Background: an optimization exercise with open tools, aiming at small area and a short achievable clock period. Do not read the settings as production practice.
Function was checked by simulation only, so behaviour that the tests miss may differ from the original.
No activity file was given, so power comes from the tool's default toggle rates.

$ cat design/flow/flow/run.sh
#!/bin/bash
# Standard layout (standard.sh, with config.mk's settings) with these changes:
#  - synthesis is the standard flow's script with ABC mapping by flow/abc.script (area
#    recovery under a delay target), and adders are left to ABC (no full/half
#    adder cell extraction),
#  - ports are buffered with sky130_fd_sc_hd__buf_1,
#  - constant outputs share one tie cell per value,
#  - repair_timing aims for 12.5 ns of setup slack.
set -euo pipefail
W=$PWD
export FLOW_ABC_SCRIPT=$W/flow/abc.script
bash standard.sh SYNTH_SCRIPT=$W/flow/synth.tcl ADDER_MAP_FILE= \
  'BUFFER_PORTS_ARGS=-buffer_cell sky130_fd_sc_hd__buf_1' \
  SETUP_SLACK_MARGIN=12.5 SKIP_REPAIR_TIE_FANOUT=1 finish > standard_flow.log 2>&1
$ cat design/flow/flow/abc.script
strash
dch
map -D 3000
topo
stime -c
buffer -c
upsize -c
dnsize -c
$ cat design/flow/flow/synth.tcl
# The standard flow's synthesis script (synth_recipe.tcl), with ABC run on this flow's own
# mapping script (flow/abc.script) in place of ORFS's.
proc synth {args} { yosys synth -nofsm -noshare {*}$args }
proc abc {args} {
  set i [lsearch -exact $args -script]
  if {$i >= 0} { lset args [expr {$i + 1}] $::env(FLOW_ABC_SCRIPT) }
  yosys abc {*}$args
}
source $::env(SCRIPTS_DIR)/synth.tcl
# left out here: clear keep_hierarchy, flatten, clean up, hide names made inside functions, write 1_2_yosys.v
$ cat design/flow/standard.sh
#!/bin/bash
# synth_recipe.tcl (not shown) runs the flow's synth.tcl, then flattens the netlist and writes it again
# the make line also repeats each setting of config.mk as NAME=value (left out here)
make -C /OpenROAD-flow-scripts/flow DESIGN_CONFIG=/design/flow/config.mk WORK_HOME=/design/flow/orfs CLKGATE_MAP_FILE= SYNTH_SCRIPT=/design/flow/synth_recipe.tcl "${@:-finish}"
$ cat design/flow/config.mk
export PLATFORM = sky130hd
export DESIGN_NAME = hdc1080_readings_to_ascii
export DESIGN_NICKNAME = hdc1080_readings_to_ascii
export VERILOG_FILES = /design/flow/design.v
export SDC_FILE = /design/flow/constraint.sdc
export NUM_CORES = 4
export LEC_CHECK = 0
export ABC_AREA = 1
export CAP_MARGIN = 20
export CORE_MARGIN = 2
export CORE_UTILIZATION = 40
export SLEW_MARGIN = 20
export SYNTH_HIERARCHICAL = 1
$ cat design/flow/constraint.sdc
create_clock -name core_clock -period 17.0 [get_ports {i_clk}]
set_input_delay 3.4000 -clock core_clock [delete_from_list [all_inputs] [get_ports {i_clk}]]
set_output_delay 3.4000 -clock core_clock [all_outputs]
set_load 0.01 [all_outputs]
$ cat design/flow/design.v
module hdc1080_readings_to_ascii(
    i_clk, i_srst,
    i_display_temp, i_display_humid,
    i_hygro_op_mode, i_hygro_display_mode,
    o_txt_ascii_line1, o_txt_ascii_line2);
input wire i_clk;
input wire i_srst;
input wire [15:0] i_display_temp;
input wire [15:0] i_display_humid;
input wire [0:0] i_hygro_op_mode;
input wire [2:0] i_hygro_display_mode;
output wire [(16*8-1):0] o_txt_ascii_line1;
output wire [(16*8-1):0] o_txt_ascii_line2;
function automatic [7:0] ascii_of_hdigit(input [3:0] v);
    ascii_of_hdigit = (v < 4'd10) ? {4'h3, v} : (8'h37 + {4'h0, v});
endfunction
function automatic [3:0] dig(input [3:0] a, input [2:0] b);
    dig = a - {b, 1'b0} - {b[0], 3'b000};
endfunction
function automatic [18:0] x5(input [15:0] x);
    reg [18:0] a, b;
    reg c;
    integer i;
    begin
        a = {3'b000, x};
        b = {1'b0, x, 2'b00};
        c = 1'b0;
        for (i = 0; i < 19; i = i + 1) begin
            x5[i] = a[i] ^ b[i] ^ c;
            c = (a[i] & b[i]) | (a[i] & c) | (b[i] & c);
        end
    end
endfunction
function automatic [19:0] x9(input [15:0] x);
    reg [19:0] a, b;
    reg c;
    integer i;
    begin
        a = {4'b0000, x};
        b = {1'b0, x, 3'b000};
        c = 1'b0;
        for (i = 0; i < 20; i = i + 1) begin
            x9[i] = a[i] ^ b[i] ^ c;
            c = (a[i] & b[i]) | (a[i] & c) | (b[i] & c);
        end
    end
endfunction
function automatic [3:0] neg_code(input [4:0] x);
    neg_code = (x == 5'd0 || x == 5'd10) ? 4'd0 : x[3:0] + 4'd6;
endfunction
reg [15:0] r_t;
reg [15:0] r_h;
always @(posedge i_clk) begin
    r_t <= i_display_temp;
    r_h <= i_display_humid;
end
wire [11:0] c_y    = r_t[11:0];
wire [14:0] c_q2   = x5({4'h0, c_y});                    
wire [13:0] c_q1   = x5({5'h00, c_q2[10:0]});            
wire [12:0] c_q0   = x5({6'h00, c_q1[9:0]});             
wire [3:0]  c_w2   = c_q2[14:11];
wire [3:0]  c_w1   = c_q1[13:10];
wire [3:0]  c_w0   = c_q0[12:9];
wire        c_pos  = r_t[15] | r_t[14];
wire [3:0]  c_th   = r_t[15:12] - 4'd4;
wire        c_ge10 = (c_th >= 4'd10);
wire        c_k0 = (c_w0 >= 4'd2);
wire [3:0]  c_n0 = c_k0 ? c_w0 - 4'd2 : c_w0 + 4'd8;
wire        c_k1 = c_k0 && (c_w1 == 4'd9);
wire [3:0]  c_n1 = c_k1 ? 4'd0 : c_w1 + {3'b000, c_k0};
wire [4:0]  c_s2 = c_w2 + 5'd6 + c_k1;
wire        c_k2 = (c_s2 >= 5'd10);
wire [3:0]  c_n2 = c_k2 ? c_s2 - 5'd10 : c_s2[3:0];
wire [3:0]  c_d4 = c_pos ? {3'b000, c_ge10} : 4'd8;
wire [3:0]  c_d3 = c_pos ? (c_ge10 ? c_th - 4'd10 : c_th)
                         : (4'd4 + {2'b00, r_t[13:12]} + {3'b000, c_k2});
wire [3:0]  c_d2 = c_pos ? c_w2 : c_n2;
wire [3:0]  c_d1 = c_pos ? c_w1 : c_n1;
wire [3:0]  c_d0 = c_pos ? c_w0 : c_n0;
wire [14:0] f_p1 = x9({5'h00, r_t[10:0]});                
wire [13:0] f_q1 = x5({5'h00, f_p1[10:0]});               
wire [12:0] f_q0 = x5({6'h00, f_q1[9:0]});                
wire [3:0]  f_k  = f_p1[14:11];
wire [11:0] f_u;
hdc_bcd9x u_bcd9x (.i_x(r_t[15:11]), .o_bcd(f_u));               
wire [4:0]  f_s2 = f_u[3:0] + f_k;
wire        f_c2 = (f_s2 >= 5'd10);
wire        f_c3 = f_c2 && (f_u[7:4] == 4'd9);
wire [3:0]  f_v4 = f_u[11:8] + {3'b000, f_c3};
wire [3:0]  f_v3 = f_c3 ? 4'd0 : f_u[7:4] + {3'b000, f_c2};
wire [3:0]  f_v2 = f_c2 ? f_s2 - 5'd10 : f_s2[3:0];
wire [3:0]  f_v1 = f_q1[13:10];
wire [3:0]  f_v0 = f_q0[12:9];
wire        f_neg = (f_v4 == 4'd0) && (f_v3 < 4'd4);
wire        f_ge4 = (f_v3 >= 4'd4);
wire [3:0]  f_p4 = f_ge4 ? f_v4 : f_v4 - 4'd1;
wire [3:0]  f_p3d = f_ge4 ? f_v3 - 4'd4 : f_v3 + 4'd6;
wire        f_b0 = (f_v0 != 4'd0);
wire        f_b1 = f_b0 || (f_v1 != 4'd0);
wire        f_b2 = f_b1 || (f_v2 != 4'd0);
wire [3:0]  f_n3 = f_v3 + {3'b000, f_b2} - 4'd4;
wire [3:0]  f_d4 = f_neg ? 4'd0 : f_p4;
wire [3:0]  f_d3 = f_neg ? f_n3 : f_p3d;
wire [3:0]  f_d2 = f_neg ? neg_code(f_v2 + f_b1) : f_v2;
wire [3:0]  f_d1 = f_neg ? neg_code(f_v1 + f_b0) : f_v1;
wire [3:0]  f_d0 = f_neg ? neg_code({1'b0, f_v0}) : f_v0;
wire [18:0] h_q3 = x5(r_h);                               
wire [17:0] h_q2 = x5({1'b0, h_q3[14:0]});                
wire [16:0] h_q1 = x5({2'b00, h_q2[13:0]});               
wire [15:0] h_q0 = x5({3'b000, h_q1[12:0]});              
wire [3:0]  h_d3 = h_q3[18:15];
wire [3:0]  h_d2 = h_q2[17:14];
wire [3:0]  h_d1 = h_q1[16:13];
wire [3:0]  h_d0 = h_q0[15:12];
wire [7:0] s_c7  = (c_d4 == 4'h0) ? 8'h20 : ascii_of_hdigit(c_d4);
wire [7:0] s_c8  = ((c_d4 == 4'h0) && (c_d3 == 4'h0)) ? 8'h20 : ascii_of_hdigit(c_d3);
wire [7:0] s_c9  = ascii_of_hdigit(c_d2);
wire [7:0] s_c11 = ascii_of_hdigit(c_d1);
wire [7:0] s_c12 = ascii_of_hdigit(c_d0);
wire [7:0] s_f7  = (f_d4 == 4'h0) ? 8'h20 : ascii_of_hdigit(f_d4);
wire [7:0] s_f8  = ((f_d4 == 4'h0) && (f_d3 == 4'h0)) ? 8'h20 : ascii_of_hdigit(f_d3);
wire [7:0] s_f9  = ascii_of_hdigit(f_d2);
wire [7:0] s_f11 = ascii_of_hdigit(f_d1);
wire [7:0] s_f12 = ascii_of_hdigit(f_d0);
wire [7:0] s_h8  = (h_d3 == 4'h0) ? 8'h20 : ascii_of_hdigit(h_d3);
wire [7:0] s_h9  = ascii_of_hdigit(h_d2);
wire [7:0] s_h11 = ascii_of_hdigit(h_d1);
wire [7:0] s_h12 = ascii_of_hdigit(h_d0);
reg  [60:0] r_o;
wire [60:0] s_o;
hdc_sel u_sel (
    .i_op(i_hygro_op_mode[0]), .i_dm(i_hygro_display_mode),
    .i_c7(s_c7), .i_c8(s_c8), .i_c9(s_c9), .i_c11(s_c11), .i_c12(s_c12),
    .i_f7(s_f7), .i_f8(s_f8), .i_f9(s_f9), .i_f11(s_f11), .i_f12(s_f12),
    .i_h8(s_h8), .i_h9(s_h9), .i_h11(s_h11), .i_h12(s_h12),
    .o_d(s_o));
always @(posedge i_clk) r_o <= s_o;
assign o_txt_ascii_line1 = {
    1'b0, r_o[39], ~r_o[39], r_o[1], r_o[19], r_o[1], 1'b0, r_o[19],
    1'b0, r_o[39], 1'b1, 1'b0, 1'b0, r_o[39], 1'b0, r_o[1],
    1'b0, r_o[39], 1'b1, 1'b0, r_o[39], r_o[39], 1'b0, r_o[1],
    1'b0, r_o[39], 1'b1, r_o[1], 1'b0, r_o[19], 1'b0, r_o[19],
    1'b0, 1'b0, 1'b1, 1'b0, r_o[19], r_o[19], r_o[19], 1'b0,
    1'b0, 1'b0, 1'b1, r_o[1], r_o[1], 1'b0, r_o[1], 1'b0,
    1'b0, r_o[19], ~r_o[19], r_o[16], 1'b0, r_o[36], 1'b0, r_o[36],
    1'b0, r_o[19], 1'b1, r_o[38], r_o[37], r_o[36], r_o[35], r_o[34],
    1'b0, r_o[33], r_o[32], r_o[31], r_o[30], r_o[29], r_o[28], r_o[27],
    1'b0, r_o[26], r_o[25], r_o[24], r_o[23], r_o[22], r_o[21], r_o[20],
    1'b0, r_o[19], 1'b1, r_o[16], r_o[18], r_o[18], r_o[17], r_o[16],
    1'b0, r_o[15], r_o[14], r_o[13], r_o[12], r_o[11], r_o[10], r_o[9],
    1'b0, ~r_o[8], r_o[8], r_o[7], r_o[6], r_o[5], r_o[4], r_o[3],
    1'b0, 1'b0, 1'b1, r_o[1], 1'b0, 1'b0, 1'b0, 1'b0,
    1'b0, 1'b0, 1'b1, r_o[1], 1'b0, 1'b0, 1'b0, 1'b0,
    1'b0, r_o[1], ~r_o[1], 1'b0, 1'b0, r_o[2], r_o[1], r_o[0]
};
assign o_txt_ascii_line2 = {
    1'b0, r_o[60], ~r_o[40], r_o[36], r_o[40], 1'b0, r_o[36], r_o[19],
    1'b0, r_o[49], 1'b1, r_o[49], 1'b0, r_o[49], r_o[36], r_o[49],
    1'b0, r_o[60], 1'b1, 1'b0, r_o[49], r_o[40], r_o[16], r_o[49],
    1'b0, r_o[60], 1'b1, r_o[19], r_o[40], r_o[19], 1'b0, r_o[59],
    1'b0, r_o[60], 1'b1, r_o[16], 1'b0, r_o[59], r_o[36], r_o[36],
    1'b0, r_o[19], 1'b1, r_o[59], r_o[49], r_o[16], r_o[40], 1'b0,
    1'b0, r_o[16], 1'b1, 1'b0, r_o[16], r_o[16], r_o[16], r_o[16],
    1'b0, r_o[19], 1'b1, r_o[36], r_o[19], r_o[16], r_o[19], 1'b0,
    1'b0, r_o[36], 1'b1, r_o[58], r_o[57], r_o[56], r_o[55], r_o[54],
    1'b0, r_o[36], 1'b1, r_o[49], r_o[53], r_o[52], r_o[51], r_o[50],
    1'b0, r_o[36], 1'b1, 1'b0, r_o[49], r_o[49], r_o[49], r_o[36],
    1'b0, 1'b0, 1'b1, r_o[40], r_o[48], r_o[47], r_o[46], r_o[45],
    1'b0, 1'b0, 1'b1, r_o[40], r_o[44], r_o[43], r_o[42], r_o[41],
    1'b0, 1'b0, 1'b1, r_o[40], 1'b0, 1'b0, 1'b0, 1'b0,
    1'b0, 1'b0, 1'b1, r_o[40], 1'b0, 1'b0, 1'b0, 1'b0,
    1'b0, 1'b0, 1'b1, 1'b0, 1'b0, r_o[40], 1'b0, r_o[40]
};
endmodule
module hdc_sel(
    input  wire       i_op,
    input  wire [2:0] i_dm,
    input  wire [7:0] i_c7, i_c8, i_c9, i_c11, i_c12,
    input  wire [7:0] i_f7, i_f8, i_f9, i_f11, i_f12,
    input  wire [7:0] i_h8, i_h9, i_h11, i_h12,
    output reg  [60:0] o_d);
wire k_noop = ~i_op;
wire k_nd   = i_op & ((i_dm == 3'd0) | (i_dm == 3'd6) | (i_dm == 3'd7));
wire k_m1   = i_op & (i_dm == 3'd1);
wire k_m2   = i_op & (i_dm == 3'd2);
wire k_m3   = i_op & (i_dm == 3'd3);
wire k_m4   = i_op & (i_dm == 3'd4);
wire k_m5   = i_op & (i_dm == 3'd5);
always @* begin
    o_d[0] = (k_m1 | k_m3);
    o_d[1] = (k_m1 | k_m2 | k_m3 | k_m4);
    o_d[2] = (k_m2 | k_m4);
    o_d[3] = ((k_m1 | k_m3) & i_c12[0]) | ((k_m2 | k_m4) & i_f12[0]);
    o_d[4] = ((k_m1 | k_m3) & i_c12[1]) | ((k_m2 | k_m4) & i_f12[1]);
    o_d[5] = ((k_m1 | k_m3) & i_c12[2]) | ((k_m2 | k_m4) & i_f12[2]);
    o_d[6] = ((k_m1 | k_m3) & i_c12[3]) | ((k_m2 | k_m4) & i_f12[3]);
    o_d[7] = ((k_m1 | k_m3) & i_c12[4]) | ((k_m2 | k_m4) & i_f12[4]);
    o_d[8] = (k_noop | k_nd | k_m5) | ((k_m1 | k_m3) & i_c12[5]) | ((k_m2 | k_m4) & i_f12[5]);
    o_d[9] = k_noop | ((k_m1 | k_m3) & i_c11[0]) | ((k_m2 | k_m4) & i_f11[0]);
    o_d[10] = ((k_m1 | k_m3) & i_c11[1]) | ((k_m2 | k_m4) & i_f11[1]);
    o_d[11] = k_noop | ((k_m1 | k_m3) & i_c11[2]) | ((k_m2 | k_m4) & i_f11[2]);
    o_d[12] = ((k_m1 | k_m3) & i_c11[3]) | ((k_m2 | k_m4) & i_f11[3]);
    o_d[13] = ((k_m1 | k_m3) & i_c11[4]) | ((k_m2 | k_m4) & i_f11[4]);
    o_d[14] = (k_noop | k_nd | k_m5) | ((k_m1 | k_m3) & i_c11[5]) | ((k_m2 | k_m4) & i_f11[5]);
    o_d[15] = k_noop | ((k_m1 | k_m3) & i_c11[6]) | ((k_m2 | k_m4) & i_f11[6]);
    o_d[16] = k_nd;
    o_d[17] = (k_nd | k_m1 | k_m2 | k_m3 | k_m4);
    o_d[18] = (k_noop | k_m1 | k_m2 | k_m3 | k_m4);
    o_d[19] = (k_noop | k_nd);
    o_d[20] = k_nd | ((k_m1 | k_m3) & i_c9[0]) | ((k_m2 | k_m4) & i_f9[0]);
    o_d[21] = (k_noop | k_nd) | ((k_m1 | k_m3) & i_c9[1]) | ((k_m2 | k_m4) & i_f9[1]);
    o_d[22] = ((k_m1 | k_m3) & i_c9[2]) | ((k_m2 | k_m4) & i_f9[2]);
    o_d[23] = ((k_m1 | k_m3) & i_c9[3]) | ((k_m2 | k_m4) & i_f9[3]);
    o_d[24] = k_nd | ((k_m1 | k_m3) & i_c9[4]) | ((k_m2 | k_m4) & i_f9[4]);
    o_d[25] = (k_noop | k_nd | k_m5) | ((k_m1 | k_m3) & i_c9[5]) | ((k_m2 | k_m4) & i_f9[5]);
    o_d[26] = (k_noop | k_nd) | ((k_m1 | k_m3) & i_c9[6]) | ((k_m2 | k_m4) & i_f9[6]);
    o_d[27] = (k_noop | k_nd) | ((k_m1 | k_m3) & i_c8[0]) | ((k_m2 | k_m4) & i_f8[0]);
    o_d[28] = ((k_m1 | k_m3) & i_c8[1]) | ((k_m2 | k_m4) & i_f8[1]);
    o_d[29] = k_nd | ((k_m1 | k_m3) & i_c8[2]) | ((k_m2 | k_m4) & i_f8[2]);
    o_d[30] = ((k_m1 | k_m3) & i_c8[3]) | ((k_m2 | k_m4) & i_f8[3]);
    o_d[31] = ((k_m1 | k_m3) & i_c8[4]) | ((k_m2 | k_m4) & i_f8[4]);
    o_d[32] = (k_noop | k_nd | k_m5) | ((k_m1 | k_m3) & i_c8[5]) | ((k_m2 | k_m4) & i_f8[5]);
    o_d[33] = (k_noop | k_nd) | ((k_m1 | k_m3) & i_c8[6]) | ((k_m2 | k_m4) & i_f8[6]);
    o_d[34] = ((k_m1 | k_m3) & i_c7[0]) | ((k_m2 | k_m4) & i_f7[0]);
    o_d[35] = (k_noop | k_nd) | ((k_m1 | k_m3) & i_c7[1]) | ((k_m2 | k_m4) & i_f7[1]);
    o_d[36] = k_noop;
    o_d[37] = k_noop | ((k_m1 | k_m3) & i_c7[3]) | ((k_m2 | k_m4) & i_f7[3]);
    o_d[38] = k_nd | ((k_m1 | k_m3) & i_c7[4]) | ((k_m2 | k_m4) & i_f7[4]);
    o_d[39] = (k_noop | k_nd | k_m1 | k_m2 | k_m3 | k_m4);
    o_d[40] = (k_m1 | k_m2 | k_m5);
    o_d[41] = ((k_m1 | k_m2 | k_m5) & i_h12[0]);
    o_d[42] = ((k_m1 | k_m2 | k_m5) & i_h12[1]);
    o_d[43] = ((k_m1 | k_m2 | k_m5) & i_h12[2]);
    o_d[44] = ((k_m1 | k_m2 | k_m5) & i_h12[3]);
    o_d[45] = ((k_m1 | k_m2 | k_m5) & i_h11[0]);
    o_d[46] = k_noop | ((k_m1 | k_m2 | k_m5) & i_h11[1]);
    o_d[47] = k_noop | ((k_m1 | k_m2 | k_m5) & i_h11[2]);
    o_d[48] = k_noop | ((k_m1 | k_m2 | k_m5) & i_h11[3]);
    o_d[49] = (k_noop | k_m1 | k_m2 | k_m5);
    o_d[50] = ((k_m1 | k_m2 | k_m5) & i_h9[0]);
    o_d[51] = k_noop | ((k_m1 | k_m2 | k_m5) & i_h9[1]);
    o_d[52] = ((k_m1 | k_m2 | k_m5) & i_h9[2]);
    o_d[53] = ((k_m1 | k_m2 | k_m5) & i_h9[3]);
    o_d[54] = k_noop | ((k_m1 | k_m2 | k_m5) & i_h8[0]);
    o_d[55] = k_nd | ((k_m1 | k_m2 | k_m5) & i_h8[1]);
    o_d[56] = (k_noop | k_nd) | ((k_m1 | k_m2 | k_m5) & i_h8[2]);
    o_d[57] = k_nd | ((k_m1 | k_m2 | k_m5) & i_h8[3]);
    o_d[58] = ((k_m1 | k_m2 | k_m5) & i_h8[4]);
    o_d[59] = (k_nd | k_m1 | k_m2 | k_m5);
    o_d[60] = (k_noop | k_nd | k_m1 | k_m2 | k_m5);
end
endmodule
module hdc_bcd9x(input wire [4:0] i_x, output reg [11:0] o_bcd);
always @*
    case (i_x)
        5'd0: o_bcd = 12'h000;
        5'd1: o_bcd = 12'h009;
        5'd2: o_bcd = 12'h018;
        5'd3: o_bcd = 12'h027;
        5'd4: o_bcd = 12'h036;
        5'd5: o_bcd = 12'h045;
        5'd6: o_bcd = 12'h054;
        5'd7: o_bcd = 12'h063;
        5'd8: o_bcd = 12'h072;
        5'd9: o_bcd = 12'h081;
        5'd10: o_bcd = 12'h090;
        5'd11: o_bcd = 12'h099;
        5'd12: o_bcd = 12'h108;
        5'd13: o_bcd = 12'h117;
        5'd14: o_bcd = 12'h126;
        5'd15: o_bcd = 12'h135;
        5'd16: o_bcd = 12'h144;
        5'd17: o_bcd = 12'h153;
        5'd18: o_bcd = 12'h162;
        5'd19: o_bcd = 12'h171;
        5'd20: o_bcd = 12'h180;
        5'd21: o_bcd = 12'h189;
        5'd22: o_bcd = 12'h198;
        5'd23: o_bcd = 12'h207;
        5'd24: o_bcd = 12'h216;
        5'd25: o_bcd = 12'h225;
        5'd26: o_bcd = 12'h234;
        5'd27: o_bcd = 12'h243;
        5'd28: o_bcd = 12'h252;
        5'd29: o_bcd = 12'h261;
        5'd30: o_bcd = 12'h270;
        5'd31: o_bcd = 12'h279;
        default: o_bcd = 12'h000;
    endcase
endmodule
==> summary.txt, run 1 <==
Run status
The flow ran to the end and the layout has no timing, DRC or antenna violations.

Global routing
The global-route wire length before repair is 33.7 mm. The sum of overflow across all layers after global routing is 0. The maximum number of pins on one net before global-route repair is 90. The number of global-route vias before repair came to 6809. Across every metal layer, demand over resource in global routing totals 17.3%.

The number of antenna violations at the first check in global routing is 1.

Route
The highest metal layer with signal wires is met4. Dividing the detail-routed wire length by the instance count gives 12.8 um. The number of DRC markers after the initial detailed-route iteration is 362. The length of routed met2 wiring is 10.4 mm. Before antenna repair, the detailed router went through 8 iterations.

The ratio of routed vias to standard cells is 4.78. The count of nets left with antenna violations once routing finished came out at 0. The total detailed-routing wirelength is 22.4 mm.

The total routed wire length on the met1 layer is 10.5 mm. The total DRC errors in the routed layout is 0. The wire length on met3 is 1.00 mm.

The total number of vias is 8327.

Clocking
After clock tree synthesis, the clock-pin slew on the worst setup and hold paths is 0.07 ns. The clock drives 93 sinks. The number of buffers between clock root and the deepest sink is 2. The clock insertion delay at the later pin of the skew report is 0.35 ns. The number of clock buffers inserted by TritonCTS is 9.

The deepest level of the CTS H-tree is 3. The clock tree from TritonCTS is done. The tree is rooted in a sky130_fd_sc_hd__clkbuf_16.

Worst setup path
In this run the worst path has a maximum fanout of 7. The critical setup path kind is reg -> reg. The register-to-register setup slack is 12.38 ns. Among the stages of the critical path, the cell type that occurs most often is sky130_fd_sc_hd__nand2_2. On the worst path, the slowest cell contributes a delay of 0.39 ns. The slowest library cell on the worst path is sky130_fd_sc_hd__nor3_1. The origin of the critical flop-to-flop path is r_t[3]$_DFF_P_.

The end of the worst register-to-register path is r_o[21]$_DFF_P_. The category of the worst setup path capture point is a flip-flop. The path depth of the worst reg2reg path is 29.

Data on the critical path is required at its endpoint by 17.24 ns. The arrival time of the worst setup path is 4.86 ns. The critical path startpoint category is a flip-flop.

STA
Of the available clock period, the critical path in the final layout requires 27.2%. Setup repair after global routing could not meet its margin everywhere. The post-route minimum period is 4.62 ns. The pin slew with the least headroom to its limit is 0.587 ns. The max-slew headroom at the worst pin is 60.7%. Summed over all failing endpoints, the final setup total negative slack is 0 ns.

The final hold violation count is 0. Setup violations remaining at the end of the flow were counted as 0. The maximum frequency from static timing analysis is 0.216 GHz. The final count of pins violating max slew is 0. On the final layout, the worst clock skew is 0.00870 ns.

Finish
The share of cells above drive strength 1 is 17.8%. Measured on the finished design, the core utilization comes to 44.0%. From synthesis to final layout, the design area changed by 7.88%. The number of nets in the finished design is 1489.

The number of standard cells in the layout, taps in and fillers out is 1742.

Placement
Buffers placed on the I/O ports in this run total 183. Routability-driven placement finished with a final weighted congestion of 0.880. The number of placed instances with taps included is 1685.

The HPWL after detailed placement is 17.2 mm.

Synth
The post-synthesis area per instance is 6.50 um^2. When the netlist entered floorplanning its net count stood at 1464. After technology mapping, the gate count stands at 1426. The number of warnings issued by yosys is 9. The netlist area before placement is 9270 um^2.

Pwr
The maximum vdd drop is 0.129 mV. The leakage power of the design is 4.85 nW. Power spread over the standard cell area amounts to 144 nW/um^2.

Floorplan
The row count is 55. The core region is 22700 um^2. The initial core utilization is 40.8%.

The floorplan die width is 156 um. The area of the die is 24400 um^2. The die boundary height is 156 um. 294 I/O pins were placed.

Run
Max-cap violations in this run came to 0.

Hold path
The kind of path behind the tightest hold check is reg -> reg. The hold path startpoint is r_h[15]$_DFF_P_. The capture endpoint of the worst hold path is r_o[56]$_DFF_P_.

The worst hold path was traced through 4 stages.
[per-stage QoR]
step	total power, mW	instance area [um^2]	worst slack [ns]	hold WS (ns)
finish	1.44	10000	12.38	0.602
global route	1.58	10000	12.17	0.634
CTS	1.35	9370	12.44	0.614
detailed placement	1.09	8750	11.83	0.605
global placement	1.08	8750	11.91	0.597
floorplan	0.978	9270	12.70	0.549
[critical path: cells and delay by family (launching register included)]
family          cells  cell delay [ns]
flops               1             0.38
buf+inv             1             0.17
compound gates     12             1.84
simple gates       16             2.09
[power by group]
| group | total (mW) | switching, mW | internal (mW) | leakage, nW |
|---|---|---|---|---|
| Sequential | 0.259 | 0.0175 | 0.242 | 0.778 |
| Clock | 0.218 | 0.0990 | 0.119 | 0.159 |
| Combinational | 0.960 | 0.588 | 0.372 | 3.91 |
| Total | 1.44 | 0.705 | 0.733 | 4.85 |
[layout by cell type, fill, tap and decap left out, types with 5 or more instances in the layout]
| cell | instances |
|---|---|
| sky130_fd_sc_hd__or2_2 | 12 |
| sky130_fd_sc_hd__nand3_1 | 29 |
| sky130_fd_sc_hd__inv_1 | 172 |
| sky130_fd_sc_hd__a21oi_2 | 9 |
| sky130_fd_sc_hd__xnor2_2 | 12 |
| sky130_fd_sc_hd__o22ai_1 | 7 |
| sky130_fd_sc_hd__nand2_2 | 25 |
| sky130_fd_sc_hd__a21oi_1 | 28 |
| sky130_fd_sc_hd__nand3_2 | 8 |
| sky130_fd_sc_hd__nor2_1 | 178 |
| sky130_fd_sc_hd__o21ai_2 | 12 |
| sky130_fd_sc_hd__o211ai_1 | 5 |
| sky130_fd_sc_hd__a22o_1 | 15 |
| sky130_fd_sc_hd__clkbuf_16 | 9 |
| sky130_fd_sc_hd__nor2_4 | 8 |
| sky130_fd_sc_hd__inv_2 | 14 |
| sky130_fd_sc_hd__xor2_1 | 50 |
| sky130_fd_sc_hd__nor3_1 | 13 |
| sky130_fd_sc_hd__a221o_1 | 14 |
| sky130_fd_sc_hd__nor2_2 | 16 |
| sky130_fd_sc_hd__buf_1 | 181 |
| sky130_fd_sc_hd__dfxtp_4 | 6 |
| sky130_fd_sc_hd__o21ai_4 | 5 |
| sky130_fd_sc_hd__dfxtp_2 | 13 |
| sky130_fd_sc_hd__xnor2_1 | 25 |
| sky130_fd_sc_hd__o21ai_0 | 26 |
| sky130_fd_sc_hd__nand4_1 | 12 |
| sky130_fd_sc_hd__buf_4 | 34 |
| sky130_fd_sc_hd__o21ai_1 | 9 |
| sky130_fd_sc_hd__a22oi_1 | 6 |
| sky130_fd_sc_hd__nand2_4 | 11 |
| sky130_fd_sc_hd__nand2_1 | 318 |
| sky130_fd_sc_hd__dfxtp_1 | 74 |
| sky130_fd_sc_hd__xor2_2 | 7 |
[layer usage]
layer | vias up | global-route usage (%)
li1 | 4348 | -
met1 | 3699 | 23.5
met2 | 259 | 28.0
met3 | 21 | 2.66
met4 | 0 | 5.68
met5 | - | 0
[sequential cells by signal (all words and copies together), names as in the netlist]
| name | cells |
|---|---|
| r_h | 16 |
| r_t | 16 |
| r_o | 61 |
[worst max-delay path by stage]
stage                            start         endpoint  depth (start not counted)  slack, ns
CTS                     r_t[3]$_DFF_P_  r_o[21]$_DFF_P_                         31      12.44
detailed placement      r_t[3]$_DFF_P_  r_o[21]$_DFF_P_                         30      11.83
global route            r_t[3]$_DFF_P_  r_o[21]$_DFF_P_                         28      12.17
finish                  r_t[3]$_DFF_P_  r_o[21]$_DFF_P_                         29      12.38
global placement        r_t[3]$_DFF_P_  r_o[21]$_DFF_P_                         29      11.91
floorplan           i_hygro_op_mode[0]   r_o[9]$_DFF_P_                          5      12.70
[cell type report]
type                       instances  area, um^2
clock buffer                       9         225
clock inverter                     7        97.6
fill                            2337       12700
inverter                         188         708
sequential                        93        1900
antenna                            1        2.50
multi-input combinational        936        5680
timing repair buffer             223        1030
tap                              285         357
[repair_timing]
item	CTS	global route
hold buffers	0	0
setup endpoints to repair	93	67
resized for setup	45	102
buffers inserted	13	26
gates cloned	1	0
pin swaps	16	44
==> run 2, diff against run 1 <==
==> design/flow/flow/abc.script (replaced) <==
strash
dch
map -D 3500
topo
stime -c
buffer -c
upsize -c
dnsize -c
==> summary.txt, run 2 <==
Clocking
TritonCTS built the clock tree. The clock slew at the register clock pins of the worst setup and hold paths is 0.07 ns (about the same). The number of buffers between clock root and the deepest sink is 2 (unchanged). The CTS sink count is 93 (unchanged). The deepest level of the CTS H-tree is 3 (unchanged). The number of buffers added to fix hold violations after cts is 0 (unchanged). The number of clock buffers inserted by TritonCTS was 9 (unchanged).

The clock insertion delay at the later pin of the skew report came to 0.35 ns (about the same). The buffer type at the clock tree root is sky130_fd_sc_hd__clkbuf_16.

Floorplan
The floorplan die width is 153 um (-2.2%). The area of the core is 21800 um^2 (-4.2%). The count of pins on the block boundary is 294 (unchanged). The row count is 54 (-1.8%). The area of the die came to 23400 um^2 (-4.3%). The die boundary height was 153 um (-2.2%). The initial core utilization is 40.7% (-0.092 points).

STA
The pin slew with the least headroom to its limit is 0.629 ns (+0.0418 ns). The max-slew headroom at the worst pin is 57.8% (-2.9 points). The share of the clock period used by the worst path after layout is 27.2% (+0.077 points). The final setup TNS came to 0 ns (unchanged). The final clock skew is 0.00502 ns (-0.00368 ns). The maximum frequency from static timing analysis is 0.216 GHz (-0.28%). The final number of setup-violating endpoints is 0 (unchanged).

The post-route minimum period is 4.63 ns (+0.0131 ns). The final count of pins violating max slew was 0 (unchanged). Setup repair after global routing could not meet its margin everywhere. The final hold violation count is 0 (unchanged).

Global routing
The maximum number of pins on one net before global-route repair is 90 (unchanged). The global-route wire length before repair is 33.8 mm (+0.31%). The number of antenna violations at the first check in global routing is 0 (-1). The number of global-route vias before repair is 7191 (+5.6%).

The sum of overflow across all layers after global routing came to 0 (unchanged). The global-route total usage across every layer is 17.4% (+0.14 points).

Pwr
The cell internal power dissipation is 0.782 mW (+6.7%). The combinational cell fraction of total power is 67.3% (+0.5 points). The leakage power of the design is 4.87 nW (+0.54%).

The net switching power is 0.710 mW (+0.69%). The share of power burned in the clock network is 15.4% (+0.2 points). The maximum vdd drop is 0.0895 mV (-31%). The cell area power density is 146 nW/um^2 (+1.8%). The switching share of power is 47.6% (-1.4 points). The power share of the sequential group came to 17.3% (-0.7 points). The total power after layout was 1.49 mW (+3.7%).

Finish
The number of flip-flops under the largest register name was 61 (unchanged). The most common library cell in the layout ignoring fill and taps is sky130_fd_sc_hd__nand2_1. The filler cell count in the final layout was 2212 (-5.3%). The largest registers in the layout are r_o x61, r_h x16, r_t x16. In the layout the commonest cells are sky130_fd_sc_hd__nand2_1, sky130_fd_sc_hd__nor2_1, sky130_fd_sc_hd__buf_1. From synthesis to final layout, the design area changed by 15.0%. Counting flops per register, the top entry is r_o. The number of nets in the finished design is 1492 (+0.20%).

The number of antenna repair diodes is 0 (-1). The share of cells above drive strength 1 is 23.7% (+5.9 points).

Worst setup path
The arrival time of the worst setup path is 4.86 ns (about the same). The critical path's largest stage delay is 0.53 ns (+0.14 ns). The cell seen most often among critical-path stages is sky130_fd_sc_hd__nor2_4. The maximum fanout along the worst path is 16 (+9). The combined buffer and inverter count along the critical path was 7 (+6). STA classifies the critical path endpoint as a flip-flop.

The data required time of the critical path is 17.23 ns (about the same). The critical setup path kind is reg -> reg. On the critical path, the stage with the largest delay is an instance of sky130_fd_sc_hd__dfxtp_2.

The cell family with the largest share of critical-path delay is simple AND/OR/NAND/NOR gates. The critical path startpoint category is a flip-flop.

Run status
The run finished with no timing, DRC or antenna violations.

Synth
The number of instances in the synthesized netlist is 1397 (-2.0%). The netlist area before placement is 8860 um^2 (-4.4%). The number of warnings issued by yosys is 9 (unchanged). The post-synthesis area per instance was 6.34 um^2 (-2.4%). The post-synthesis net count is 1435 (-2.0%).

Route
The number of DRC markers after the initial detailed-route iteration came to 410 (+13%). The count of nets left with antenna violations after detail routing is 0 (unchanged). The total number of vias is 8269 (-0.70%). The total detailed-routing wirelength is 22.0 mm (-1.8%). The number of optimization iterations in the first detailed-route pass came to 5 (-3).

The routed length per instance is 12.6 um (-1.6%). The ratio of routed vias to standard cells is 4.76 (-0.53%). The total DRC errors in the routed layout came to 0 (unchanged).

Placement
The final estimated routing congestion in global placement is 0.839 (-4.6%). The number of port buffers is 183 (unchanged). The final HPWL from detailed placement is 15.8 mm (-7.8%).

Run
The number of violations of the max-capacitance limit came to 0 (unchanged).

Hold path
The kind of path behind the tightest hold check is reg -> reg.
==> run 2: cell count changes in the layout (fill, tap and decap cells not counted), sizes merged, moves of 6 or more <==
cell   delta
a21oi    +13
buf      +38
inv      +13
nand2    -69
nand3    -18
nand4    -10
nor2     +50
o21ai     +6
xnor2     +9
xor2     -12
==> run 2: worst register-to-register path, delay by kind of cell, from the launching register on <==
kind	cells	cell delay (ns)
simple gates	17	1.81
buf+inv	7	0.87
flops	1	0.53
compound gates	9	1.30
==> run 2: area by class of cell <==
type / count / area, um^2 / share of cell area [%]
repair buffers: 259 / 1330 / 13.0
multi-input cells: 889 / 5520 / 54.1
inverters: 202 / 767 / 7.53
clock inverters: 6 / 91.3 / 0.896
well taps: 280 / 350 / 3.44
clock buffers: 10 / 239 / 2.34
flip-flops and latches: 93 / 1900 / 18.6
==> run 2: final timing paths <==
path | start | to | slack (ns) | cells after the start
worst max-delay path | r_t[14]$_DFF_P_ | r_o[21]$_DFF_P_ | 12.37 | 33
worst min-delay path | r_h[15]$_DFF_P_ | r_o[56]$_DFF_P_ | 0.62 | 4
worst max register to register | r_t[14]$_DFF_P_ | r_o[21]$_DFF_P_ | 12.37 | 33
worst min register to register | r_h[15]$_DFF_P_ | r_o[56]$_DFF_P_ | 0.62 | 4
==> run 2: metal layers <==
metal / up-vias / GRT usage (%) / routed length, um / part of all wire (%)
li1: 4247 / - / - / -
met1: 3748 / 21.9 / 9730 / 44
met2: 246 / 31.5 / 10900 / 50
met3: 28 / 2.58 / 944 / 4.3
met4: 0 / 3.75 / 407 / 1.9
met5: - / 0 / 0 / 0
==> run 2: power groups by stage <==
stage / logic [mW] / clock network [mW] / registers [mW]
2_1_floorplan: 0.676 / 0 / 0.268
3_3_place_gp: 0.764 / 0 / 0.263
3_5_place_dp: 0.777 / 0 / 0.263
4_1_cts: 0.824 / 0.237 / 0.258
5_1_grt: 1.13 / 0.247 / 0.261
6_report: 1.00 / 0.230 / 0.257
==> run 2: stage by stage <==
stage,utilization [%],instance area (um^2),setup slack (ns),instances,hold slack (ns)
floorplan,-,8860,12.65,1397,0.549
global placement,38.2,8310,11.81,1647,0.603
detailed placement,38.2,8310,11.73,1647,0.603
CTS,42.1,9150,12.34,1696,0.621
global route,46.8,10200,12.05,1739,0.669
finish,46.8,10200,12.37,1739,0.617
==> run 2: what timing repair did <==
item / CTS / global route
setup endpoints to repair: 58 / 100
cloned: 1 / 0
pin swaps: 37 / 62
gates resized for setup: 74 / 172
setup buffers: 32 / 43
==> run 3, diff against run 2 <==
==> design/flow/flow/abc.script (replaced) <==
strash
dc2
dch
map -B 0.9
topo
stime -c
buffer -c
upsize -c
dnsize -c
==> summary.txt, run 3 <==
Run status
The run finished with no timing, DRC or antenna violations.

Finish
The finished layout cell area was 9250 um^2 (-9.2%). The most common library cell in the layout ignoring fill and taps is sky130_fd_sc_hd__nand2_1. The synthesis-to-layout area growth is -1.40%.

The top register by number of flip-flops is r_o. The number of nets in the finished design was 1596 (+7.0%). In the layout the commonest cells are sky130_fd_sc_hd__nand2_1, sky130_fd_sc_hd__buf_1, sky130_fd_sc_hd__inv_1. The share of cells above drive strength 1 is 9.53% (-14 points). The number of antenna repair diodes is 0 (unchanged). The number of flip-flops under the largest register name is 61 (unchanged). The largest registers in the layout are r_o x61, r_h x16, r_t x16.

The filler cell count in the final layout is 2586 (+17%).

Placement
The post-placement worst setup slack is 11.93 ns (+0.194 ns). The final estimated routing congestion in global placement is 0.861 (+2.6%). The final HPWL from detailed placement was 16.9 mm (+7.0%).

The number of port buffers is 183 (unchanged). The cell area reported after detailed placement came to 8860 um^2 (+6.6%).

Clocking
In this run the clock root is driven by a sky130_fd_sc_hd__clkbuf_16. The CTS sink count is 93 (unchanged). The clock insertion delay at the later pin of the skew report is 0.37 ns (+0.02 ns). The number of clock buffers inserted by TritonCTS is 9 (unchanged). The deepest level of the CTS H-tree is 3 (unchanged). The clock tree from TritonCTS is done. The clock slew at the register clock pins of the worst setup and hold paths is 0.07 ns (about the same).

The number of buffers between clock root and the deepest sink is 2 (unchanged). The number of buffers added to fix hold violations after cts came to 0 (unchanged).

Synth
The post-synthesis area per instance is 5.96 um^2 (-6.1%). The post-synthesis net count is 1613 (+12%). The netlist area before placement was 9380 um^2 (+5.9%). The number of instances in the synthesized netlist was 1575 (+13%).

The number of warnings issued by yosys is 9 (unchanged).

Pwr
The total power after layout came to 1.18 mW (-21%). The leakage power of the design is 5.07 nW (+4.0%). The cell area power density is 127 nW/um^2 (-13%). The net switching power came to 0.586 mW (-17%). The power share of the sequential group is 22.1% (+4.8 points).

The maximum vdd drop is 0.0676 mV (-24%). The switching share of power is 49.8% (+2.2 points). The combinational cell fraction of total power was 60.3% (-7.0 points). The share of power burned in the clock network came to 17.6% (+2.2 points).

The cell internal power dissipation is 0.590 mW (-25%).

STA
Setup repair after global routing left no endpoint under its margin. The final hold violation count was 0 (unchanged). The smallest setup slack after layout is 12.55 ns (+0.185 ns). The share of the clock period used by the worst path after layout was 26.2% (-1.1 points).

The final setup TNS came to 0 ns (unchanged). The max-slew headroom at the worst pin came to 63.4% (+5.6 points). The final count of pins violating max slew is 0 (unchanged).

The pin slew with the least headroom to its limit is 0.548 ns (-0.0816 ns). The final clock skew is 0.0131 ns (+0.00807 ns). The post-route minimum period is 4.45 ns (-0.185 ns). The maximum frequency from static timing analysis is 0.225 GHz (+4.2%). The final number of setup-violating endpoints is 0 (unchanged).

Worst setup path
The arrival time of the worst setup path came to 1.05 ns (-3.81 ns). The critical setup path kind is reg -> out. The data required time of the critical path came to 13.60 ns (-3.63 ns). Grouping stages by cell kind, the critical path spends the most delay in flip-flops.

The critical path startpoint category is a flip-flop. The combined buffer and inverter count along the critical path is 1 (-6). Traced cell by cell, the critical path runs through buf_1.

The critical path's largest stage delay is 0.49 ns (-0.04 ns). The slowest stage of the critical path is the sky130_fd_sc_hd__dfxtp_1 cell. The maximum fanout along the worst path is 4 (-12). The category of the worst setup path capture point is an output port.

Global routing
The number of global-route vias before repair is 7289 (+1.4%). The maximum number of pins on one net before global-route repair is 90 (unchanged). The sum of overflow across all layers after global routing is 0 (unchanged).

The global-route wire length before repair is 34.5 mm (+2.0%). The global-route total usage across every layer is 17.3% (-0.14 points). The number of antenna violations at the first check in global routing came to 0 (unchanged).

Route
The total detailed-routing wirelength came to 21.2 mm (-3.7%). The number of optimization iterations in the first detailed-route pass came to 5 (unchanged). The total number of vias was 8388 (+1.4%). The routed length per instance is 11.2 um (-11%).

The number of DRC markers after the initial detailed-route iteration is 333 (-19%). The total DRC errors in the routed layout came to 0 (unchanged). The count of nets left with antenna violations after detail routing was 0 (unchanged). The ratio of routed vias to standard cells was 4.46 (-6.3%).

Floorplan
The row count is 56 (+3.7%). The area of the die was 24700 um^2 (+5.7%). The die boundary height came to 157 um (+2.8%). The count of pins on the block boundary is 294 (unchanged). The initial core utilization came to 40.3% (-0.40 points). The floorplan die width is 157 um (+2.8%).

The area of the core is 23300 um^2 (+6.9%).

Run
The number of violations of the max-capacitance limit is 0 (unchanged).

Hold path
The kind of path behind the tightest hold check is reg -> reg.
[run 3: cell type report]
| class | count | area (um^2) | area share, % |
|---|---|---|---|
| clock inverters | 7 | 71.3 | 0.771 |
| multi-input cells | 1063 | 5190 | 56.1 |
| inverters | 205 | 777 | 8.40 |
| clock buffers | 9 | 225 | 2.43 |
| flip-flops and latches | 93 | 1880 | 20.3 |
| repair buffers | 186 | 711 | 7.68 |
| well taps | 319 | 399 | 4.31 |
[run 3: repair_timing]
action / in CTS / in global routing
cloned: 1 / 0
resized for setup: 8 / 12
endpoints found under the setup margin: 92 / 57
pin swaps: 1 / 0
buffers inserted: 2 / 0
[run 3: power by group through the flow]
| stage | sequential [mW] | combinational, mW | clock (mW) |
|---|---|---|---|
| finish | 0.260 | 0.709 | 0.207 |
| global route | 0.263 | 0.826 | 0.223 |
| CTS | 0.260 | 0.707 | 0.214 |
| detailed placement | 0.265 | 0.705 | 0 |
| global placement | 0.265 | 0.699 | 0 |
| floorplan | 0.268 | 0.612 | 0 |
[run 3: final timing paths]
check | startpoint | endpoint | slack [ns] | cells after the start
worst max-delay path | r_o[60]$_DFF_P_ | o_txt_ascii_line2[126] | 12.55 | 1
worst max register to register | r_t[14]$_DFF_P_ | r_o[21]$_DFF_P_ | 13.02 | 24
worst min register to register | r_h[15]$_DFF_P_ | r_o[57]$_DFF_P_ | 0.66 | 4
worst min-delay path | r_h[15]$_DFF_P_ | r_o[57]$_DFF_P_ | 0.66 | 4
[run 3: worst reg2reg max path: cells and delay by family, from the launching register on]
family / cells / cell delay (ns)
and+or+nand+nor: 18 / 1.97
AOI/OAI and AO/OA: 4 / 0.82
DFF: 1 / 0.61
xor gates and xnor gates: 1 / 0.37
buffers and inverters: 1 / 0.17
[run 3: per-stage QoR]
step	hold slack, ns	cells	utilization, %
after floorplan	0.534	1575	-
after global placement	0.646	1863	38.1
after detailed placement	0.648	1863	38.1
after CTS	0.670	1882	39.5
after global routing	0.725	1882	39.8
final	0.656	1882	39.8
[run 3: per-layer routing]
layer | vias to the layer above | global-route usage (%) | part of all wire, %
met3 | 19 | 3.06 | 3.6
li1 | 4583 | - | -
met2 | 188 | 29.9 | 48
met4 | 0 | 4.68 | 1.5
met1 | 3598 | 22.1 | 47
met5 | - | 0 | 0
==> run 4, diff against run 3 <==
==> design/flow/flow/abc.script (replaced) <==
strash
dc2
dch
map -B 0.9
strash
dch
map -B 0.9
topo
stime -c
buffer -c
upsize -c
dnsize -c
==> summary.txt, run 4 <==
Global routing
The number of global-route vias before repair is 7271 (-0.25%). The maximum number of pins on one net before global-route repair is 90 (unchanged). The sum of overflow across all layers after global routing is 0 (unchanged). The global-route wire length before repair is 34.2 mm (-0.88%). The number of antenna violations at the first check in global routing is 0 (unchanged). The global-route total usage across every layer was 17.3% (-0.018 points).

Worst setup path
The cell family with the largest share of critical-path delay is flip-flops. STA classifies the critical path endpoint as an output port. STA classifies the critical path startpoint as a flip-flop. The arrival time of the worst setup path came to 1.02 ns (-0.03 ns). The critical path starts at r_o[60]$_DFF_P_.

The data required time of the critical path is 13.60 ns (about the same). The critical path's largest stage delay is 0.43 ns (-0.06 ns). The largest individual stage delay along the critical path comes from the cell sky130_fd_sc_hd__dfxtp_1. The origin of the critical flop-to-flop path is r_t[5]$_DFF_P_.

The maximum fanout along the worst path came to 4 (unchanged). The critical path goes through buf_1. The combined buffer and inverter count along the critical path is 1 (unchanged). The critical setup path kind is reg -> out.

STA
The post-route minimum period came to 4.42 ns (-0.0231 ns). The final clock skew came to 0.0125 ns (-0.000553 ns). The final setup TNS is 0 ns (unchanged). The share of the clock period used by the worst path after layout is 26.0% (-0.14 points). The pin slew with the least headroom to its limit came to 0.755 ns (+0.207 ns). Setup repair after global routing could not meet its margin everywhere. The final hold slack is 0.616 ns (-0.0391 ns). The final hold violation count came to 0 (unchanged). The maximum frequency from static timing analysis was 0.226 GHz (+0.52%).

The final number of setup-violating endpoints is 0 (unchanged). The max-slew headroom at the worst pin is 49.5% (-14 points). The final count of pins violating max slew is 0 (unchanged).

Route
The total number of vias is 8241 (-1.8%). The number of DRC markers after the initial detailed-route iteration came to 274 (-18%). The count of nets left with antenna violations after detail routing came to 0 (unchanged). The routed length per instance is 11.4 um (+1.4%). The ratio of routed vias to standard cells is 4.44 (-0.32%). The total detailed-routing wirelength is 21.2 mm (about the same). The number of optimization iterations in the first detailed-route pass was 4 (-1). The total DRC errors in the routed layout is 0 (unchanged).

Pwr
The cell internal power dissipation is 0.608 mW (+3.2%). The cell area power density is 135 nW/um^2 (+6.0%). The share of power burned in the clock network is 17.3% (-0.3 points). The leakage power of the design was 4.95 nW (-2.4%). The net switching power is 0.631 mW (+7.7%).

The combinational cell fraction of total power was 61.7% (+1.4 points). The switching share of power is 50.9% (+1.1 points). The power share of the sequential group was 21.0% (-1.1 points). The maximum vdd drop is 0.0821 mV (+21%).

The total power after layout is 1.24 mW (+5.4%).

Clocking
The clock slew at the register clock pins of the worst setup and hold paths is 0.08 ns (about the same). The deepest level of the CTS H-tree is 3 (unchanged). The number of clock buffers inserted by TritonCTS came to 9 (unchanged).

The clock insertion delay at the later pin of the skew report is 0.36 ns (about the same). The buffer type at the clock tree root is sky130_fd_sc_hd__clkbuf_16. The clock tree from TritonCTS is done. The CTS sink count was 93 (unchanged). The number of buffers between clock root and the deepest sink was 2 (unchanged).

Floorplan
The area of the die is 24700 um^2 (about the same). The row count is 56 (unchanged). The initial core utilization is 40.3% (about the same). The floorplan die width is 157 um (about the same). The count of pins on the block boundary is 294 (unchanged). The die boundary height is 157 um (about the same). The area of the core is 23300 um^2 (unchanged).

Synth
The number of instances in the synthesized netlist is 1550 (-1.6%). The post-synthesis net count came to 1588 (-1.5%). The number of warnings issued by yosys is 9 (unchanged). The netlist area before placement is 9380 um^2 (about the same). The post-synthesis area per instance came to 6.05 um^2 (+1.6%).

Placement
The cell area reported after detailed placement is 8850 um^2 (-0.16%). The final estimated routing congestion in global placement came to 0.812 (-5.7%). The number of port buffers is 183 (unchanged). The final HPWL from detailed placement came to 17.5 mm (+3.2%).

Finish
The number of antenna repair diodes is 0 (unchanged). The most common library cell in the layout ignoring fill and taps is sky130_fd_sc_hd__nand2_1. The largest registers in the layout are r_o x61, r_h x16, r_t x16. The number of flip-flops under the largest register name was 61 (unchanged). The top register by number of flip-flops is r_o. The share of cells above drive strength 1 is 10.4% (+0.82 points). The finished layout cell area was 9200 um^2 (-0.53%).

The number of nets in the finished design was 1569 (-1.7%). In the layout the commonest cells are sky130_fd_sc_hd__nand2_1, sky130_fd_sc_hd__buf_1, sky130_fd_sc_hd__inv_1. Relative to the synthesized area, the layout overhead comes to -1.87%.

Hold path
The hold path startpoint is r_h[15]$_DFF_P_. The path class of the tightest hold or removal check is reg -> reg.

Run status
The run finished with no timing, DRC or antenna violations.

Run
The number of violations of the max-capacitance limit is 0 (unchanged).
-- run 4: changes by cell type in the layout (fill, tap and decap cells not counted), moves of 6 or more --
cell                      change
sky130_fd_sc_hd__o21ai_0      -8
sky130_fd_sc_hd__inv_2        -6
sky130_fd_sc_hd__nor2_1      +25
sky130_fd_sc_hd__xor2_1       +9
sky130_fd_sc_hd__a21oi_1      -9
sky130_fd_sc_hd__nand2_1     -47
-- run 4: final cells by class --
type | instances | area (um^2)
Inverter | 204 | 769
Multi-Input combinational cell | 1038 | 5130
Sequential cell | 93 | 1890
Timing Repair Buffer | 185 | 704
Clock inverter | 7 | 88.8
Clock buffer | 9 | 225
Tap cell | 319 | 399
Fill cell | 2578 | 14100
-- run 4: power by group through the flow --
stage	clock network, mW	registers [mW]	logic (mW)
floorplan	0	0.269	0.650
finish	0.215	0.261	0.764
detailed placement	0	0.266	0.762
global route	0.229	0.264	0.887
global placement	0	0.266	0.755
CTS	0.223	0.261	0.765
-- run 4: final timing paths --
path                                 to  slack, ns  cells past startpoint
hold reg to reg         r_o[57]$_DFF_P_       0.62                      4
hold / removal          r_o[57]$_DFF_P_       0.62                      4
setup / recovery  o_txt_ascii_line2[94]      12.58                      1
setup reg to reg         r_o[4]$_DFF_P_      13.04                     31
-- run 4: per-layer routing --
layer  vias up  part of all wire (%)  GRT usage, %
met5         -                     0             0
met4         0                   1.1          4.07
met3        13                   3.8          2.40
met2       170                    47          30.9
met1      3554                    48          21.9
li1       4504                     -             -
-- run 4: repair_timing --
item,in CTS,in global routing
setup buffers,0,2
endpoints found under the setup margin,76,31
resized for setup,8,10
pin swaps,0,1
hold buffers,0,0
-- run 4: metrics by stage --
stage	setup WS (ns)	std cells	utilization (%)
after floorplan	12.78	1550	-
after global placement	12.06	1837	38.0
after detailed placement	12.05	1837	38.0
after CTS	12.47	1853	39.4
after global routing	12.48	1855	39.6
final	12.58	1855	39.6
==> run 5, diff against run 4 <==
--- a/design/flow/flow/run.sh
+++ b/design/flow/flow/run.sh
@@ -7,3 +7,3 @@
 #  - constant outputs share one tie cell per value,
-#  - repair_timing aims for 12.5 ns of setup slack.
+#  - repair_timing aims for 12.6 ns of setup slack.
 set -euo pipefail
@@ -13,2 +13,2 @@
   'BUFFER_PORTS_ARGS=-buffer_cell sky130_fd_sc_hd__buf_1' \
-  SETUP_SLACK_MARGIN=12.5 SKIP_REPAIR_TIE_FANOUT=1 finish > standard_flow.log 2>&1
+  SETUP_SLACK_MARGIN=12.6 SKIP_REPAIR_TIE_FANOUT=1 finish > standard_flow.log 2>&1
==> summary.txt, run 5 <==
Worst setup path
The critical path's largest stage delay is 0.37 ns (-0.06 ns). The combined buffer and inverter count along the critical path is 3 (+2). The arrival time of the worst setup path came to 1.02 ns (about the same). The slowest library cell on the worst path is sky130_fd_sc_hd__dfxtp_4.

The data required time of the critical path is 13.60 ns (about the same). The critical path startpoint category is a flip-flop. The cell family with the largest share of critical-path delay is flip-flops. STA classifies the critical path endpoint as an output port. Traced cell by cell, the critical path runs through buf_12 -> inv_1 -> buf_2. The critical setup path kind is reg -> out.

The maximum fanout along the worst path is 9 (+5).

Finish
The footprint of the multi-input gates is 5150 um^2 (+0.39%). The library cell used most frequently in the layout, excluding fill and tap cells, is sky130_fd_sc_hd__nand2_1. The number of nets in the finished design is 1576 (+0.45%). The core utilization of the finished layout is 40.7% (+1.2 points). In the layout the commonest cells are sky130_fd_sc_hd__nand2_1, sky130_fd_sc_hd__inv_1, sky130_fd_sc_hd__buf_1. The filler cell count in the final layout is 2550 (-1.1%). The number of flip-flops under the largest register name came to 61 (unchanged). The area growth from synthesis to layout is 0.987%.

The number of standard cells in the layout, taps in and fillers out came to 1862 (+0.38%). The number of antenna repair diodes is 0 (unchanged). The register area is 1900 um^2 (+0.73%). Ranked by flip-flop count, first place goes to r_o. The finished layout cell area is 9470 um^2 (+2.9%). In the final layout, the registers with the most flip-flops are r_o x61, r_h x16, r_t x16. The share of cells above drive strength 1 was 13.5% (+3.2 points).

Placement
The number of port buffers is 183 (unchanged). The number of placed instances with taps included is 1837 (unchanged). The post-placement worst setup slack came to 12.05 ns (unchanged).

The final estimated routing congestion in global placement is 0.812 (unchanged). The cell area reported after detailed placement was 8850 um^2 (unchanged). The final HPWL from detailed placement is 17.5 mm (unchanged).

Global routing
The global-route wire length before repair was 34.2 mm (unchanged). The number of global-route vias before repair is 7273 (+0.028%). The sum of overflow across all layers after global routing is 0 (unchanged). The maximum number of pins on one net before global-route repair was 90 (unchanged). The global-route total usage across every layer was 17.3% (unchanged). The number of antenna violations at the first check in global routing is 0 (unchanged).

STA
The max-slew headroom at the worst pin was 49.7% (+0.25 points). The final number of setup-violating endpoints is 0 (unchanged). Setup repair after global routing could not meet its margin everywhere. The final setup TNS is 0 ns (unchanged). The final clock skew is 0.0114 ns (-0.00109 ns).

The pin slew with the least headroom to its limit is 0.751 ns (-0.00378 ns). The final hold slack is 0.621 ns (+0.00457 ns). The final count of pins violating max slew is 0 (unchanged). The maximum frequency from static timing analysis is 0.226 GHz (about the same). The share of the clock period used by the worst path after layout is 26.0% (about the same). The post-route minimum period is 4.42 ns (-0.00150 ns). The final hold violation count came to 0 (unchanged). The smallest setup slack after layout is 12.58 ns (+0.00150 ns).

Route
The total detailed-routing wirelength is 21.9 mm (+3.3%). The routed length per instance is 11.7 um (+2.9%). The number of optimization iterations in the first detailed-route pass was 4 (unchanged). The number of DRC markers after the initial detailed-route iteration is 333 (+22%). The count of nets left with antenna violations after detail routing is 0 (unchanged).

The ratio of routed vias to standard cells is 4.47 (+0.55%). The total DRC errors in the routed layout is 0 (unchanged). The total number of vias came to 8318 (+0.93%).

Clocking
The deepest level of the CTS H-tree was 3 (unchanged). The CTS sink count came to 93 (unchanged). The number of buffers between clock root and the deepest sink came to 2 (unchanged). The clock slew at the register clock pins of the worst setup and hold paths is 0.08 ns (about the same). TritonCTS built the clock tree. The clock insertion delay at the later pin of the skew report is 0.36 ns (about the same). The number of clock buffers inserted by TritonCTS is 9 (unchanged).

The number of buffers added to fix hold violations after cts is 0 (unchanged). The buffer type at the clock tree root is sky130_fd_sc_hd__clkbuf_16.

Hold path
The kind of path behind the tightest hold check is reg -> reg.

Floorplan
The area of the die came to 24700 um^2 (unchanged). The die boundary height came to 157 um (unchanged). The initial core utilization is 40.3% (unchanged). The area of the core is 23300 um^2 (unchanged).

The floorplan die width came to 157 um (unchanged). The count of pins on the block boundary is 294 (unchanged). The row count is 56 (unchanged).

Pwr
The cell internal power dissipation is 0.615 mW (+1.1%). The leakage power of the design is 5.13 nW (+3.8%). The switching share of power is 50.7% (-0.18 points). The combinational cell fraction of total power came to 62.0% (+0.3 points).

The cell area power density is 132 nW/um^2 (-2.1%). The share of power burned in the clock network is 17.2% (about the same). The net switching power is 0.633 mW (+0.40%).

The power share of the sequential group is 20.8% (-0.2 points). The total power after layout is 1.25 mW (+0.76%). The maximum vdd drop is 0.0823 mV (+0.16%).

Synth
The number of instances in the synthesized netlist is 1550 (unchanged). The post-synthesis net count came to 1588 (unchanged). The post-synthesis area per instance is 6.05 um^2 (unchanged). The netlist area before placement was 9380 um^2 (unchanged). The number of warnings issued by yosys is 9 (unchanged).

Run
The number of violations of the max-capacitance limit was 0 (unchanged).

Run status
The flow ran to the end and the layout has no timing, DRC or antenna violations.
run 5: cell types whose count changed in the layout (fill, tap and decap cells not counted), sizes merged:
cell,delta
nor2,+1
clkbuf,+21
buf,-15
run 5: metal layers:
| metal | part of all wire [%] | vias up | GRT usage [%] | routed length (um) |
|---|---|---|---|---|
| met3 | 3.5 | 15 | 2.40 | 756 |
| met4 | 1.2 | 0 | 4.07 | 261 |
| met5 | 0 | - | 0 | 0 |
| met2 | 48 | 174 | 30.9 | 10500 |
| met1 | 47 | 3609 | 21.9 | 10400 |
| li1 | - | 4520 | - | - |
run 5: area by class of cell:
| type | count | share of cell area, % |
|---|---|---|
| Clock buffer | 9 | 2.38 |
| Tap cell | 319 | 4.22 |
| Sequential cell | 93 | 20.1 |
| Inverter | 204 | 8.13 |
| Clock inverter | 7 | 0.938 |
| Multi-Input combinational cell | 1039 | 54.4 |
| Timing Repair Buffer | 191 | 9.91 |
run 5: final timing paths:
kind | from | depth (start not counted) | slack [ns] | end
worst max-delay path | r_o[19]$_DFF_P_ | 3 | 12.58 | o_txt_ascii_line1[77]
worst min-delay path | r_h[15]$_DFF_P_ | 4 | 0.62 | r_o[57]$_DFF_P_
worst max register to register | r_t[15]$_DFF_P_ | 27 | 13.13 | r_o[4]$_DFF_P_
worst min register to register | r_h[15]$_DFF_P_ | 4 | 0.62 | r_o[57]$_DFF_P_
run 5: power groups by stage:
| stage | Sequential [mW] | Clock [mW] | Combinational [mW] |
|---|---|---|---|
| global route | 0.263 | 0.229 | 0.898 |
| CTS | 0.261 | 0.223 | 0.765 |
| floorplan | 0.269 | 0 | 0.650 |
| detailed placement | 0.266 | 0 | 0.762 |
| finish | 0.260 | 0.215 | 0.774 |
| global placement | 0.266 | 0 | 0.755 |
run 5: timing repair:
action                     in CTS  in global routing
buffers inserted                0                  8
resized for setup              15                 93
pin swaps                       0                  2
gates cloned                    0                  1
setup endpoints to repair      98                 92
run 5: tightest hold or removal path: stages, from the launching register on:
cell and delay (ns):
sky130_fd_sc_hd__dfxtp_1 0.35, sky130_fd_sc_hd__inv_1 0.06, sky130_fd_sc_hd__nor2_1 0.04, sky130_fd_sc_hd__nand2_1 0.05, sky130_fd_sc_hd__nand2_1 0.06
==> run 6, diff against run 5 <==
--- a/design/flow/flow/run.sh
+++ b/design/flow/flow/run.sh
@@ -7,3 +7,3 @@
 #  - constant outputs share one tie cell per value,
-#  - repair_timing aims for 12.6 ns of setup slack.
+#  - repair_timing aims for 12.7 ns of setup slack.
 set -euo pipefail
@@ -13,2 +13,2 @@
   'BUFFER_PORTS_ARGS=-buffer_cell sky130_fd_sc_hd__buf_1' \
-  SETUP_SLACK_MARGIN=12.6 SKIP_REPAIR_TIE_FANOUT=1 finish > standard_flow.log 2>&1
+  SETUP_SLACK_MARGIN=12.7 SKIP_REPAIR_TIE_FANOUT=1 finish > standard_flow.log 2>&1
==> summary.txt, run 6 <==
STA
The final number of setup-violating endpoints is 0 (unchanged). The final clock skew came to 0.0120 ns (+0.000528 ns). Setup repair after global routing could not meet its margin everywhere. The pin slew with the least headroom to its limit is 0.761 ns (+0.0102 ns). The post-route minimum period was 4.44 ns (+0.0151 ns). The share of the clock period used by the worst path after layout is 26.1% (+0.089 points). The final count of pins violating max slew is 0 (unchanged).

The final hold violation count was 0 (unchanged). The maximum frequency from static timing analysis was 0.225 GHz (-0.34%). The final setup TNS was 0 ns (unchanged). The max-slew headroom at the worst pin was 49.1% (-0.68 points).

Route
The length of routed met2 wiring is 10.8 mm (+2.6%). The number of DRC markers after the initial detailed-route iteration came to 308 (-7.5%). The count of nets left with antenna violations after detail routing is 0 (unchanged). The routed length per instance came to 11.9 um (+1.6%).

The total number of vias is 8383 (+0.78%). The total routed wire length on the met1 layer is 10.4 mm (about the same). The number of optimization iterations in the first detailed-route pass is 8 (+4).

The highest metal layer with signal wires is met4. The total DRC errors in the routed layout was 0 (unchanged). The ratio of routed vias to standard cells is 4.48 (+0.35%).

The wire length on met3 was 796 um (+5.3%). The total detailed-routing wirelength came to 22.3 mm (+2.0%).

Worst setup path
The path depth of the worst reg2reg path was 32 (+19%). The critical path's largest stage delay is 0.40 ns (+0.03 ns). The arrival time of the worst setup path came to 1.04 ns (+0.02 ns). STA classifies the critical path endpoint as an output port.

The critical path in this run is classified as reg -> out. The data required time of the critical path came to 13.60 ns (about the same). The signal on the critical path passes through buf_8 -> buf_4. The kind of cell with the highest combined delay along the critical path is flip-flops.

The worst setup path is launched from a flip-flop. The maximum fanout along the worst path was 5 (-4). The register-to-register setup slack is 13.10 ns (-0.03 ns). The combined buffer and inverter count along the critical path is 2 (-1).

The origin of the critical flop-to-flop path is r_t[0]$_DFF_P_. The end of the worst register-to-register path is r_o[9]$_DFF_P_. Among all stages on the critical path, the largest delay is contributed by sky130_fd_sc_hd__dfxtp_4.

Pwr
The maximum vdd drop is 0.0820 mV (-0.34%). The total power after layout is 1.27 mW (+1.4%). The cell area power density is 127 nW/um^2 (-3.7%). The leakage power of the design is 5.49 nW (+6.9%).

Global routing
The maximum number of pins on one net before global-route repair is 90 (unchanged). The global-route total usage across every layer is 17.6% (+0.37 points). The sum of overflow across all layers after global routing is 0 (unchanged). The global-route wire length before repair is 34.9 mm (+1.9%). The number of global-route vias before repair is 7385 (+1.5%).

The number of antenna violations at the first check in global routing is 0 (unchanged).

Run status
The run finished with no timing, DRC or antenna violations.

Floorplan
The count of pins on the block boundary is 294 (unchanged). The initial core utilization came to 40.3% (unchanged). The die boundary height is 157 um (unchanged). The area of the die is 24700 um^2 (unchanged). The floorplan die width is 157 um (unchanged). The row count is 56 (unchanged). The area of the core is 23300 um^2 (unchanged).

Finish
The finished layout cell area was 9970 um^2 (+5.3%). The most common library cell in the layout ignoring fill and taps is sky130_fd_sc_hd__nand2_1. The library cells used most frequently in the layout, excluding fill and tap cells, are sky130_fd_sc_hd__nand2_1, sky130_fd_sc_hd__inv_1, sky130_fd_sc_hd__nor2_1. The synthesis-to-layout area growth is 6.31%. The largest registers in the layout are r_o x61, r_h x16, r_t x16. The share of cells above drive strength 1 is 19.3% (+5.7 points). The number of nets in the finished design came to 1584 (+0.51%). The number of flip-flops under the largest register name is 61 (unchanged). The number of antenna repair diodes is 0 (unchanged).

r_o holds more flip-flops than any other register.

Hold path
The startpoint identified for the worst hold timing path is r_h[15]$_DFF_P_. The capture endpoint of the worst hold path is r_o[57]$_DFF_P_. The kind of path behind the tightest hold check is reg -> reg. The cell depth of the worst min-delay path is 4 (unchanged).

Synth
The post-synthesis net count is 1588 (unchanged). The netlist area before placement is 9380 um^2 (unchanged). The number of warnings issued by yosys is 9 (unchanged). The number of instances in the synthesized netlist is 1550 (unchanged).

The post-synthesis area per instance is 6.05 um^2 (unchanged).

Clocking
The number of buffers between clock root and the deepest sink is 2 (unchanged). The number of buffers added to fix hold violations after cts was 0 (unchanged). The clock insertion delay at the later pin of the skew report came to 0.36 ns (about the same). The CTS sink count is 93 (unchanged).

The number of clock buffers inserted by TritonCTS is 9 (unchanged). The clock slew at the register clock pins of the worst setup and hold paths is 0.08 ns (about the same). In this run the clock root is driven by a sky130_fd_sc_hd__clkbuf_16. TritonCTS built the clock tree.

The deepest level of the CTS H-tree is 3 (unchanged).

Placement
The final estimated routing congestion in global placement is 0.812 (unchanged). The number of port buffers was 183 (unchanged). The final HPWL from detailed placement is 17.5 mm (unchanged). The cell area reported after detailed placement came to 8850 um^2 (unchanged).

Run
The number of violations of the max-capacitance limit is 0 (unchanged).
[run 6: area by class of cell]
| class | count | area (um^2) |
|---|---|---|
| timing repair buffer | 199 | 1390 |
| clock buffer | 9 | 225 |
| sequential | 93 | 1910 |
| clock inverter | 7 | 88.8 |
| fill | 2468 | 13300 |
| tap | 319 | 399 |
| multi-input combinational | 1039 | 5180 |
| inverter | 204 | 771 |
[run 6: tightest hold or removal path, delay by kind of cell, from the launching register on]
kind / cells / cell delay, ns
buf+inv: 1 / 0.06
flops: 1 / 0.35
simple gates: 3 / 0.15
[run 6: how the worst max path moves through the flow]
| stage | start | end | slack (ns) | cells past startpoint |
|---|---|---|---|---|
| floorplan | r_o[19]$_DFF_P_ | o_txt_ascii_line1[120] | 12.78 | 1 |
| global placement | i_hygro_op_mode[0] | r_o[56]$_DFF_P_ | 12.06 | 8 |
| detailed placement | i_hygro_op_mode[0] | r_o[56]$_DFF_P_ | 12.05 | 8 |
| CTS | r_o[19]$_DFF_P_ | o_txt_ascii_line1[91] | 12.50 | 2 |
| global route | r_o[19]$_DFF_P_ | o_txt_ascii_line1[77] | 12.53 | 3 |
| finish | r_o[19]$_DFF_P_ | o_txt_ascii_line1[91] | 12.56 | 2 |
[run 6: what timing repair did]
item / CTS / global route
pin swaps: 0 / 2
gates cloned: 1 / 2
endpoints found under the setup margin: 150 / 128
buffers inserted: 6 / 8
resized for setup: 176 / 63
[run 6: routing by layer]
layer  vias to the layer above  global-route usage (%)
li1                       4543                       -
met1                      3640                    22.1
met2                       181                    31.8
met3                        19                    2.40
met4                         0                    4.59
met5                         -                       0
[run 6: where the power goes]
part	internal, mW	total, mW	switching, mW
Clock	0.106	0.215	0.109
Combinational	0.280	0.792	0.511
Sequential	0.242	0.259	0.0169
[run 6: metrics by stage]
stage | instances | hold slack (ns) | setup slack, ns | util, %
finish | 1870 | 0.622 | 12.56 | 42.9
global route | 1870 | 0.692 | 12.53 | 42.9
CTS | 1860 | 0.634 | 12.50 | 41.4
detailed placement | 1837 | 0.616 | 12.05 | 38.0
global placement | 1837 | 0.631 | 12.06 | 38.0
floorplan | 1550 | 0.532 | 12.78 | -
